This is an optimization exercise on Yosys and OpenROAD, whose aim is small area, a short achievable clock period and few clock cycles per item, not a production implementation.
The RTL of this run was laid out without a check of its function.

==> flow/design.v <==
package cordic_pkg;
    localparam int XY_W = 16;
    localparam int ANGLE_W = 32;
    localparam int MAX_ITER = 32;  
    localparam logic signed [31:0] ANG_PI = 32'sh8000_0000;
    localparam logic signed [31:0] ANG_PI_2 = 32'sh4000_0000;
    localparam logic signed [15:0] KINV_Q15 = 16'sd19898;  
    localparam int KINV_SHIFT = 15;
    localparam real PI = 3.14159265358979323846;
    function automatic logic signed [MAX_ITER-1:0] atan_lut(input int unsigned idx);
        case (idx)
          0: atan_lut = 32'sh2000_0000;
          1: atan_lut = 32'sh12E4_051D;
          2: atan_lut = 32'sh09FB_385B;
          3: atan_lut = 32'sh0511_11D4;
          4: atan_lut = 32'sh028B_0D43;
          5: atan_lut = 32'sh0145_77E1;
          6: atan_lut = 32'sh00A2_EC1E;
          7: atan_lut = 32'sh0051_F155;
          8: atan_lut = 32'sh0028_F953;
          9: atan_lut = 32'sh0014_7E6E;
          10: atan_lut = 32'sh000A_7CC8;
          11: atan_lut = 32'sh0005_3E64;
          12: atan_lut = 32'sh0002_9F32;
          13: atan_lut = 32'sh0001_4F99;
          14: atan_lut = 32'sh0000_A7CC;
          15: atan_lut = 32'sh0000_53E6;
          default: atan_lut = 32'sd0;
        endcase
    endfunction
endpackage
module addsub_rc #(
    parameter int W = 18
)(
    input  logic [W-1:0] a,
    input  logic [W-1:0] b,
    input  logic         sub,
    output logic [W-1:0] s
);
    logic [W:0] c;
    logic [W-1:0] bb;
    assign c[0] = sub;
    assign bb = b ^ {W{sub}};
    genvar j;
    generate
        for (j = 0; j < W; j++) begin : B
            assign s[j] = a[j] ^ bb[j] ^ c[j];
            assign c[j+1] = (a[j] & bb[j]) | (a[j] & c[j]) | (bb[j] & c[j]);
        end
    endgenerate
endmodule
module cordic_preproc (
    input  logic signed [15:0] x_in,
    input  logic signed [15:0] y_in,
    input  logic [1:0]         q,
    output logic signed [17:0] x0,
    output logic signed [17:0] y0
);
    logic signed [17:0] xe, ye;
    assign xe = 18'(x_in);
    assign ye = 18'(y_in);
    assign x0 = (q == 2'b01) ? -ye : (q == 2'b10) ? ye : xe;
    assign y0 = (q == 2'b01) ? xe : (q == 2'b10) ? -xe : ye;
endmodule
module cordic_rotator (
    input  logic        clk,
    input  logic        rst_n,
    input  logic        ce,
    input  logic        in_valid,
    input  logic [15:0] x_start,
    input  logic [15:0] y_start,
    input  logic [31:0] angle,
    output logic        pv,
    output logic [15:0] cos_o,
    output logic [15:0] sin_o
);
    logic [8:0] v;
    always_ff @(posedge clk or negedge rst_n) begin
        if (!rst_n) v <= '0;
        else if (ce) v <= {v[7:0], in_valid};
    end
    assign pv = v[8];
    logic [15:0] xr0, yr0;
    logic [31:0] ar0;
    always_ff @(posedge clk) if (ce) begin xr0 <= x_start; yr0 <= y_start; ar0 <= angle; end
    logic signed [17:0] x_0, y_0;
    cordic_preproc u_pre (.x_in(xr0), .y_in(yr0), .q(ar0[31:30]), .x0(x_0), .y0(y_0));
    logic d_0, d_1;
    assign d_0 = ar0[31];
    assign d_1 = ~ar0[29];
    logic [29:0] z_1;
    assign z_1 = {~ar0[29], ar0[28:0]};
    logic signed [17:0] x_1, y_1;
    logic signed [17:0] x_0_sh, y_0_sh;
    assign x_0_sh = x_0 >>> 0;
    assign y_0_sh = y_0 >>> 0;
    assign x_1 = x_0 + (d_0 ? y_0_sh : ~y_0_sh) + {17'd0, ~d_0};
    assign y_1 = y_0 + (d_0 ? ~x_0_sh : x_0_sh) + {17'd0, d_0};
    logic signed [17:0] x_2, y_2;
    logic signed [17:0] x_1_sh, y_1_sh;
    assign x_1_sh = x_1 >>> 1;
    assign y_1_sh = y_1 >>> 1;
    assign x_2 = x_1 + (d_1 ? y_1_sh : ~y_1_sh) + {17'd0, ~d_1};
    assign y_2 = y_1 + (d_1 ? ~x_1_sh : x_1_sh) + {17'd0, d_1};
    logic [29:0] z_2;
    assign z_2 = z_1[29:0] + (d_1 ? 30'h12E4051D : ~30'h12E4051D) + {29'd0, ~d_1};
    logic d_2;
    assign d_2 = z_2[29];
    logic [28:0] z_3;
    assign z_3 = z_2[28:0] + (d_2 ? 29'h9FB385B : ~29'h9FB385B) + {28'd0, ~d_2};
    logic d_3;
    assign d_3 = z_3[28];
    logic [0:0] d_2_r;
    always_ff @(posedge clk) if (ce) d_2_r <= d_2;
    logic signed [17:0] x_2_r;
    always_ff @(posedge clk) if (ce) x_2_r <= x_2;
    logic signed [17:0] y_2_r;
    always_ff @(posedge clk) if (ce) y_2_r <= y_2;
    logic [28:0] z_3_r;
    always_ff @(posedge clk) if (ce) z_3_r <= z_3;
    logic d_3_s1;
    assign d_3_s1 = z_3_r[28];
    logic signed [17:0] x_3, y_3;
    logic signed [17:0] x_2_r_sh, y_2_r_sh;
    assign x_2_r_sh = x_2_r >>> 2;
    assign y_2_r_sh = y_2_r >>> 2;
    assign x_3 = x_2_r + (d_2_r ? y_2_r_sh : ~y_2_r_sh) + {17'd0, ~d_2_r};
    assign y_3 = y_2_r + (d_2_r ? ~x_2_r_sh : x_2_r_sh) + {17'd0, d_2_r};
    logic signed [17:0] x_4, y_4;
    logic signed [17:0] x_3_sh, y_3_sh;
    assign x_3_sh = x_3 >>> 3;
    assign y_3_sh = y_3 >>> 3;
    assign x_4 = x_3 + (d_3_s1 ? y_3_sh : ~y_3_sh) + {17'd0, ~d_3_s1};
    assign y_4 = y_3 + (d_3_s1 ? ~x_3_sh : x_3_sh) + {17'd0, d_3_s1};
    logic [27:0] z_4;
    assign z_4 = z_3_r[27:0] + (d_3_s1 ? 28'h51111D4 : ~28'h51111D4) + {27'd0, ~d_3_s1};
    logic d_4;
    assign d_4 = z_4[27];
    logic [26:0] z_5;
    assign z_5 = z_4[26:0] + (d_4 ? 27'h28B0D43 : ~27'h28B0D43) + {26'd0, ~d_4};
    logic d_5;
    assign d_5 = z_5[26];
    logic [0:0] d_4_r;
    always_ff @(posedge clk) if (ce) d_4_r <= d_4;
    logic signed [17:0] x_4_r;
    always_ff @(posedge clk) if (ce) x_4_r <= x_4;
    logic signed [17:0] y_4_r;
    always_ff @(posedge clk) if (ce) y_4_r <= y_4;
    logic [26:0] z_5_r;
    always_ff @(posedge clk) if (ce) z_5_r <= z_5;
    logic d_5_s2;
    assign d_5_s2 = z_5_r[26];
    logic signed [17:0] x_5, y_5;
    logic signed [17:0] x_4_r_sh, y_4_r_sh;
    assign x_4_r_sh = x_4_r >>> 4;
    assign y_4_r_sh = y_4_r >>> 4;
    assign x_5 = x_4_r + (d_4_r ? y_4_r_sh : ~y_4_r_sh) + {17'd0, ~d_4_r};
    assign y_5 = y_4_r + (d_4_r ? ~x_4_r_sh : x_4_r_sh) + {17'd0, d_4_r};
    logic signed [17:0] x_6, y_6;
    logic signed [17:0] x_5_sh, y_5_sh;
    assign x_5_sh = x_5 >>> 5;
    assign y_5_sh = y_5 >>> 5;
    assign x_6 = x_5 + (d_5_s2 ? y_5_sh : ~y_5_sh) + {17'd0, ~d_5_s2};
    assign y_6 = y_5 + (d_5_s2 ? ~x_5_sh : x_5_sh) + {17'd0, d_5_s2};
    logic [25:0] z_6;
    assign z_6 = z_5_r[25:0] + (d_5_s2 ? 26'h14577E1 : ~26'h14577E1) + {25'd0, ~d_5_s2};
    logic d_6;
    assign d_6 = z_6[25];
    logic [24:0] z_7;
    assign z_7 = z_6[24:0] + (d_6 ? 25'hA2EC1E : ~25'hA2EC1E) + {24'd0, ~d_6};
    logic d_7;
    assign d_7 = z_7[24];
    logic [0:0] d_6_r;
    always_ff @(posedge clk) if (ce) d_6_r <= d_6;
    logic signed [17:0] x_6_r;
    always_ff @(posedge clk) if (ce) x_6_r <= x_6;
    logic signed [17:0] y_6_r;
    always_ff @(posedge clk) if (ce) y_6_r <= y_6;
    logic [24:0] z_7_r;
    always_ff @(posedge clk) if (ce) z_7_r <= z_7;
    logic d_7_s3;
    assign d_7_s3 = z_7_r[24];
    logic signed [17:0] x_7, y_7;
    logic signed [17:0] x_6_r_sh, y_6_r_sh;
    assign x_6_r_sh = x_6_r >>> 6;
    assign y_6_r_sh = y_6_r >>> 6;
    assign x_7 = x_6_r + (d_6_r ? y_6_r_sh : ~y_6_r_sh) + {17'd0, ~d_6_r};
    assign y_7 = y_6_r + (d_6_r ? ~x_6_r_sh : x_6_r_sh) + {17'd0, d_6_r};
    logic signed [17:0] x_8, y_8;
    logic signed [17:0] x_7_sh, y_7_sh;
    assign x_7_sh = x_7 >>> 7;
    assign y_7_sh = y_7 >>> 7;
    assign x_8 = x_7 + (d_7_s3 ? y_7_sh : ~y_7_sh) + {17'd0, ~d_7_s3};
    assign y_8 = y_7 + (d_7_s3 ? ~x_7_sh : x_7_sh) + {17'd0, d_7_s3};
    logic [23:0] z_8;
    assign z_8 = z_7_r[23:0] + (d_7_s3 ? 24'h51F155 : ~24'h51F155) + {23'd0, ~d_7_s3};
    logic d_8;
    assign d_8 = z_8[23];
    logic [22:0] z_9;
    assign z_9 = z_8[22:0] + (d_8 ? 23'h28F953 : ~23'h28F953) + {22'd0, ~d_8};
    logic d_9;
    assign d_9 = z_9[22];
    logic [0:0] d_8_r;
    always_ff @(posedge clk) if (ce) d_8_r <= d_8;
    logic signed [17:0] x_8_r;
    always_ff @(posedge clk) if (ce) x_8_r <= x_8;
    logic signed [17:0] y_8_r;
    always_ff @(posedge clk) if (ce) y_8_r <= y_8;
    logic [22:0] z_9_r;
    always_ff @(posedge clk) if (ce) z_9_r <= z_9;
    logic d_9_s4;
    assign d_9_s4 = z_9_r[22];
    logic signed [17:0] x_9, y_9;
    logic signed [17:0] x_8_r_sh, y_8_r_sh;
    assign x_8_r_sh = x_8_r >>> 8;
    assign y_8_r_sh = y_8_r >>> 8;
    assign x_9 = x_8_r + (d_8_r ? y_8_r_sh : ~y_8_r_sh) + {17'd0, ~d_8_r};
    assign y_9 = y_8_r + (d_8_r ? ~x_8_r_sh : x_8_r_sh) + {17'd0, d_8_r};
    logic signed [17:0] x_10, y_10;
    logic signed [17:0] x_9_sh, y_9_sh;
    assign x_9_sh = x_9 >>> 9;
    assign y_9_sh = y_9 >>> 9;
    assign x_10 = x_9 + (d_9_s4 ? y_9_sh : ~y_9_sh) + {17'd0, ~d_9_s4};
    assign y_10 = y_9 + (d_9_s4 ? ~x_9_sh : x_9_sh) + {17'd0, d_9_s4};
    logic [21:0] z_10;
    assign z_10 = z_9_r[21:0] + (d_9_s4 ? 22'h147E6E : ~22'h147E6E) + {21'd0, ~d_9_s4};
    logic d_10;
    assign d_10 = z_10[21];
    logic [20:0] z_11;
    assign z_11 = z_10[20:0] + (d_10 ? 21'hA7CC8 : ~21'hA7CC8) + {20'd0, ~d_10};
    logic d_11;
    assign d_11 = z_11[20];
    logic [0:0] d_10_r;
    always_ff @(posedge clk) if (ce) d_10_r <= d_10;
    logic signed [17:0] x_10_r;
    always_ff @(posedge clk) if (ce) x_10_r <= x_10;
    logic signed [17:0] y_10_r;
    always_ff @(posedge clk) if (ce) y_10_r <= y_10;
    logic [20:0] z_11_r;
    always_ff @(posedge clk) if (ce) z_11_r <= z_11;
    logic d_11_s5;
    assign d_11_s5 = z_11_r[20];
    logic signed [17:0] x_11, y_11;
    logic signed [17:0] x_10_r_sh, y_10_r_sh;
    assign x_10_r_sh = x_10_r >>> 10;
    assign y_10_r_sh = y_10_r >>> 10;
    assign x_11 = x_10_r + (d_10_r ? y_10_r_sh : ~y_10_r_sh) + {17'd0, ~d_10_r};
    assign y_11 = y_10_r + (d_10_r ? ~x_10_r_sh : x_10_r_sh) + {17'd0, d_10_r};
    logic signed [17:0] x_12, y_12;
    logic signed [17:0] x_11_sh, y_11_sh;
    assign x_11_sh = x_11 >>> 11;
    assign y_11_sh = y_11 >>> 11;
    assign x_12 = x_11 + (d_11_s5 ? y_11_sh : ~y_11_sh) + {17'd0, ~d_11_s5};
    assign y_12 = y_11 + (d_11_s5 ? ~x_11_sh : x_11_sh) + {17'd0, d_11_s5};
    logic [19:0] z_12;
    assign z_12 = z_11_r[19:0] + (d_11_s5 ? 20'h53E64 : ~20'h53E64) + {19'd0, ~d_11_s5};
    logic d_12;
    assign d_12 = z_12[19];
    logic [18:0] z_13;
    assign z_13 = z_12[18:0] + (d_12 ? 19'h29F32 : ~19'h29F32) + {18'd0, ~d_12};
    logic d_13;
    assign d_13 = z_13[18];
    logic [0:0] d_12_r;
    always_ff @(posedge clk) if (ce) d_12_r <= d_12;
    logic signed [17:0] x_12_r;
    always_ff @(posedge clk) if (ce) x_12_r <= x_12;
    logic signed [17:0] y_12_r;
    always_ff @(posedge clk) if (ce) y_12_r <= y_12;
    logic [18:0] z_13_r;
    always_ff @(posedge clk) if (ce) z_13_r <= z_13;
    logic d_13_s6;
    assign d_13_s6 = z_13_r[18];
    logic signed [17:0] x_13, y_13;
    logic signed [17:0] x_12_r_sh, y_12_r_sh;
    assign x_12_r_sh = x_12_r >>> 12;
    assign y_12_r_sh = y_12_r >>> 12;
    assign x_13 = x_12_r + (d_12_r ? y_12_r_sh : ~y_12_r_sh) + {17'd0, ~d_12_r};
    assign y_13 = y_12_r + (d_12_r ? ~x_12_r_sh : x_12_r_sh) + {17'd0, d_12_r};
    logic signed [17:0] x_14, y_14;
    logic signed [17:0] x_13_sh, y_13_sh;
    assign x_13_sh = x_13 >>> 13;
    assign y_13_sh = y_13 >>> 13;
    assign x_14 = x_13 + (d_13_s6 ? y_13_sh : ~y_13_sh) + {17'd0, ~d_13_s6};
    assign y_14 = y_13 + (d_13_s6 ? ~x_13_sh : x_13_sh) + {17'd0, d_13_s6};
    logic [17:0] z_14;
    assign z_14 = z_13_r[17:0] + (d_13_s6 ? 18'h14F99 : ~18'h14F99) + {17'd0, ~d_13_s6};
    logic d_14;
    assign d_14 = z_14[17];
    logic [16:0] z_15;
    assign z_15 = z_14[16:0] + (d_14 ? 17'hA7CC : ~17'hA7CC) + {16'd0, ~d_14};
    logic d_15;
    assign d_15 = z_15[16];
    logic [0:0] d_14_r;
    always_ff @(posedge clk) if (ce) d_14_r <= d_14;
    logic [0:0] d_15_r;
    always_ff @(posedge clk) if (ce) d_15_r <= d_15;
    logic signed [17:0] x_14_r;
    always_ff @(posedge clk) if (ce) x_14_r <= x_14;
    logic signed [17:0] y_14_r;
    always_ff @(posedge clk) if (ce) y_14_r <= y_14;
    logic signed [17:0] x_15, y_15;
    logic signed [17:0] x_14_r_sh, y_14_r_sh;
    assign x_14_r_sh = x_14_r >>> 14;
    assign y_14_r_sh = y_14_r >>> 14;
    assign x_15 = x_14_r + (d_14_r ? y_14_r_sh : ~y_14_r_sh) + {17'd0, ~d_14_r};
    assign y_15 = y_14_r + (d_14_r ? ~x_14_r_sh : x_14_r_sh) + {17'd0, d_14_r};
    logic signed [17:0] x_16, y_16;
    logic signed [17:0] x_15_sh, y_15_sh;
    assign x_15_sh = x_15 >>> 15;
    assign y_15_sh = y_15 >>> 15;
    assign x_16 = x_15 + (d_15_r ? y_15_sh : ~y_15_sh) + {17'd0, ~d_15_r};
    assign y_16 = y_15 + (d_15_r ? ~x_15_sh : x_15_sh) + {17'd0, d_15_r};
    logic signed [17:0] x_16_r;
    always_ff @(posedge clk) if (ce) x_16_r <= x_16;
    logic signed [17:0] y_16_r;
    always_ff @(posedge clk) if (ce) y_16_r <= y_16;
    logic [30:0] cprod, sprod;
    assign cprod = 31'(x_16_r) * 31'd19898;
    assign sprod = 31'(y_16_r) * 31'd19898;
    assign cos_o = cprod[30:15];
    assign sin_o = sprod[30:15];
endmodule
module cordic_rot_top (
    input logic clk,
    input logic rst_n,
    input logic in_valid,
    output logic in_ready,
    input logic signed [15:0] x_start,
    input logic signed [15:0] y_start,
    input logic signed [31:0] angle,
    output logic out_valid,
    input logic out_ready,
    output logic signed [15:0] cosine,
    output logic signed [15:0] sine
);
    logic ce;
    logic pv;
    logic [15:0] pc, ps;
    cordic_rotator u_rot (
        .clk(clk), .rst_n(rst_n), .ce(ce), .in_valid(in_valid),
        .x_start(x_start), .y_start(y_start), .angle(angle),
        .pv(pv), .cos_o(pc), .sin_o(ps)
    );
    logic [31:0] e0, e1;
    logic wp, rp, ov;
    logic [1:0] cnt, cnt_n;
    logic push, pop;
    assign push = ce & pv;
    assign pop = ov & out_ready;
    assign cnt_n = cnt + {1'b0, push} - {1'b0, pop};
    always_ff @(posedge clk) begin
        if (push & ~wp) e0 <= {pc, ps};
        if (push & wp) e1 <= {pc, ps};
    end
    always_ff @(posedge clk or negedge rst_n) begin
        if (!rst_n) begin
            wp <= 1'b0;
            rp <= 1'b0;
            cnt <= 2'd0;
            ov <= 1'b0;
            ce <= 1'b1;
        end else begin
            wp <= wp ^ push;
            rp <= rp ^ pop;
            cnt <= cnt_n;
            ov <= (cnt_n != 2'd0);
            ce <= (cnt_n != 2'd2);
        end
    end
    assign in_ready = ce;
    assign out_valid = ov;
    assign {cosine, sine} = rp ? e1 : e0;
endmodule
==> flow/run.sh <==
#!/bin/bash
# synth_recipe.tcl (not shown) runs the flow's synth.tcl, then flattens the netlist and writes it again
# the make line also repeats each setting of config.mk as NAME=value (left out here)
make -C /OpenROAD-flow-scripts/flow DESIGN_CONFIG=/design/flow/config.mk WORK_HOME=/design/flow/orfs CLKGATE_MAP_FILE= SYNTH_SCRIPT=/design/flow/synth_recipe.tcl finish
==> flow/config.mk <==
export PLATFORM = sky130hd
export DESIGN_NAME = cordic_rot_top
export DESIGN_NICKNAME = cordic_rot_top
export VERILOG_FILES = /design/flow/design.v
export SDC_FILE = /design/flow/constraint.sdc
export NUM_CORES = 4
export LEC_CHECK = 0
export ABC_CLOCK_PERIOD_IN_PS = 3500
export CAP_MARGIN = 20
export CORE_MARGIN = 2
export CORE_UTILIZATION = 40
export SETUP_SLACK_MARGIN = 5
export SLEW_MARGIN = 20
==> flow/constraint.sdc <==
create_clock -name core_clock -period 8.5 [get_ports {clk}]
set_input_delay 1.7000 -clock core_clock [delete_from_list [all_inputs] [get_ports {clk}]]
set_output_delay 1.7000 -clock core_clock [all_outputs]
set_load 0.01 [all_outputs]
==> flow_metrics.py <==
metrics = {
    "clocking": {
        "htreeDepth": 3,
        "cts_tree": "built",
        "cts.path.max_buffers": 3,
        "cts_sinks": 583,
        "cts.clk_slew.worst_paths_ns": 0.06,
        "cts_buffers": 78,
        "clk_latency_ns": 0.71,
        "cts_root_buf": "clkbuf_16",
    },
    "placement": {
        "dp_hpwl_microns": 121700,
        "port_buffers": 101,
        "place_congestion": 0.8657,
    },
    "synth": {
        "synth.cell_area_sq_um": 69340,
        "synth_nets": 8657,
        "synth.avg_cell_area_sq_um": 9.540,
        "async_reset_ff_frac": 0.02573,
        "syn_inst": 7268,
        "synth_edf_count": 568,
        "yosysWarnings": 2,
        "synth_top_area_cell": "edfxtp_1",
        "synthTopCellsByArea": "edfxtp_1 (25%), ha_1 (19%), xnor2_1 (9.8%)",
        "ys.flop_type": "edfxtp_1",
        "ys_ff_latch": 583,
        "ys_seq_area_frac": 0.2514,
        "synth_top_area_share": 0.2460,
        "ys_types": 85,
    },
    "setup_path": {
        "setup.worst_path.end_class": "flop",
        "crit_arrival_ns": 6.55,
        "worstPathRequired_ns": 8.95,
        "path_max_fanout": 4,
        "critPathLaunchType": "flop",
        "path_delay_family": "compound AO/OA/AOI/OAI gates",
        "startpoint": "u_rot.z_7_r[24]$_DFFE_PP_",
        "crit_type": "reg -> reg",
        "cpPeakStageDelay_ns": 0.45,
        "crit_slowest_cell": "edfxtp_1",
        "critical_path_buf_inv_count": 4,
        "r2r-start": "u_rot.z_7_r[24]$_DFFE_PP_",
    },
    "floorplanning": {
        "dieArea_sq_um": 176700,
        "die_w_microns": 420.4,
        "start_util": 0.4033,
        "core_sq_um": 171900,
        "rows": 152,
        "die_h_microns": 420.4,
        "ioPinCount": 102,
    },
    "job": {
        "maxCapViolCount": 0,
    },
    "global_route": {
        "track_usage": 0.1961,
        "grt_overflow": 0,
        "antenna_found_initial": 2,
        "grt_max_degree": 163,
        "grt_pass1_vias": 58500,
        "grt_pass1_wl_microns": 286900,
    },
    "final_layout": {
        "layout.nets": 10030,
        "mostFrequentLayoutCell": "buf_4",
        "layout_common_cells": "buf_4 (851), ha_1 (799), inv_1 (650)",
        "layout-drive-gt1-share": 0.3582,
        "final_util": 0.5775,
        "syn2layout_area_growth_pct": 43.19,
    },
    "timing": {
        "setup_violations": 0,
        "worst-slew-pin-transition_ns": 1.173,
        "clock_skew_ns": 0.04941,
        "rsz0062_at_grt": "true",
        "relSlewSlack": 0.2122,
        "hold_violations": 0,
        "fmax_ghz": 0.1640,
        "drv_slew": 0,
        "finalCritPeriodShare": 0.7173,
        "finalSetupTns_ns": 0,
        "fin_crit_ns": 6.097,
    },
    "route": {
        "ant_nets": 0,
        "drc": 0,
        "dr_total_vias": 58210,
        "initialDrtViolationCount": 2650,
        "viasPerCell": 5.287,
        "drtPass1Iterations": 5,
        "wire_per_inst_microns": 16.88,
        "drt_wl_total_microns": 185800,
    },
    "hold_path": {
        "hold_path_class": "reg -> reg",
        "holdCritStartpoint": "u_rot.v[6]$_DFFE_PN0P_",
    },
    "status": {
        "status": "no timing/DRC/antenna violations",
    },
}
-- final cells by class --
cell class | count | area, sq um
antenna | 1 | 2.502
clock buffer | 91 | 2085
clock inverter | 51 | 675.6
fill | 13880 | 72630
inverter | 722 | 2945
multi-input combinational | 5872 | 60160
sequential | 583 | 17440
tap | 2310 | 2890
timing repair buffer | 1371 | 13010
timing repair inverter | 8 | 88.84
-- cell families (layout without fill, tap and decap cells) --
family          count (synthesis)  in the layout  synth area share
buf+inv                       815           2243           0.04437
simple gates                 1455           1455            0.1030
fa+ha+maj                    1321           1321            0.2687
xor+xnor                     1107           1109            0.1431
other cells                     0              1                 0
mux                            71             71           0.01126
flops                         583            583            0.2514
compound gates               1916           1916            0.1781
-- through the flow --
stage,cell area (sq um),hold slack [ns],std cells,setup WS [ns]
floorplan,73430,0.4816,7268,2.125
detailed placement,76830,0.4959,9614,1.404
finish,99290,0.5177,11010,2.403
global placement,76830,0.4908,9614,1.465
global route,99290,0.5339,11010,2.151
CTS,92260,0.5171,10630,2.394
-- final timing paths --
check | slack, ns | cells past startpoint | end
min in group asynchronous | 1.41 | 1 | u_rot.v[2]$_DFFE_PN0P_
min reg2reg | 0.52 | 1 | u_rot.v[6]$_DFFE_PN0P_
min | 0.52 | 1 | u_rot.v[6]$_DFFE_PN0P_
max reg2reg | 2.40 | 29 | u_rot.z_9_r[21]$_DFFE_PP_
max | 2.40 | 29 | u_rot.z_9_r[21]$_DFFE_PP_
max in group asynchronous | 6.60 | 1 | rp$_DFF_PN0_
-- repair_timing --
item | in CTS | in global routing
hold buffers | 0 | 0
pin swaps | 760 | 734
resized for setup | 1157 | 798
setup endpoints to repair | 506 | 491
gates cloned | 23 | 6
setup buffers | 851 | 372
-- sequential cells by signal, summed over array words and instances (netlist names), 19 cells and up --
name / count
e0: 32
u_rot.z_3_r: 29
u_rot.z_13_r: 19
u_rot.z_7_r: 25
u_rot.z_9_r: 23
u_rot.z_11_r: 21
e1: 32
u_rot.z_5_r: 27
u_rot.ar0: 32
-- synthesized netlist by cell type (all sizes together), types with 13 or more instances --
master,n
nand4,38
mux2i,15
a211oi,55
a31o,19
buf,26
or3,68
edfxtp,568
nand3,126
clkbuf,67
a21boi,32
a22oi,14
fa,280
o21ai,283
nor2b,78
nor4,14
nand2b,84
o21a,93
a21o,275
inv,718
o31a,18
o21bai,153
or2,31
xor2,317
nor3,164
a221o,13
a221oi,14
nand2,283
a211o,28
o22ai,21
nor2,409
a31oi,63
xnor3,16
o211ai,33
a21oi,638
o41ai,17
mux2,56
o31ai,25
and2,34
ha,1041
xnor2,774
and3,78
a2111oi,20
dfrtp,14
-- routing by layer --
metal | vias to the layer above | global-route usage | part of all wire
met4 | 0 | 0.07199 | 0.038
met3 | 349 | 0.02341 | 0.027
met5 | - | 0 | 0
met1 | 28110 | 0.2161 | 0.40
met2 | 884 | 0.3800 | 0.54
li1 | 28870 | - | -

port drivers added, routing unchanged:
No port has a modelled driver above. Below, the same layout with a new extraction and two added sets of constraints.
Step 1: set_driving_cell puts a clkbuf_16 on clk and a buf_2 on each other input, an assumption about the parent block.
Step 2 times the ports against the registers' clock, not the clock port: input delays grow and output delays shrink by t, the midpoint of the rising clock arrivals with the driver on.
Three values: no drivers, after step 1, after step 2; two values: the first two.
t, ns: 0.778
setup WS [ns]: 2.403 / 2.403 / 2.403
worst setup path at the end: register to register
latest minus earliest clock arrival (ns): 0.065 / 0.065
cell pins on the clock port's net: 1
After both steps this run still meets setup and hold. The setup slack of this run moves by 0.000 ns with the drivers and by 0.000 ns with both steps.
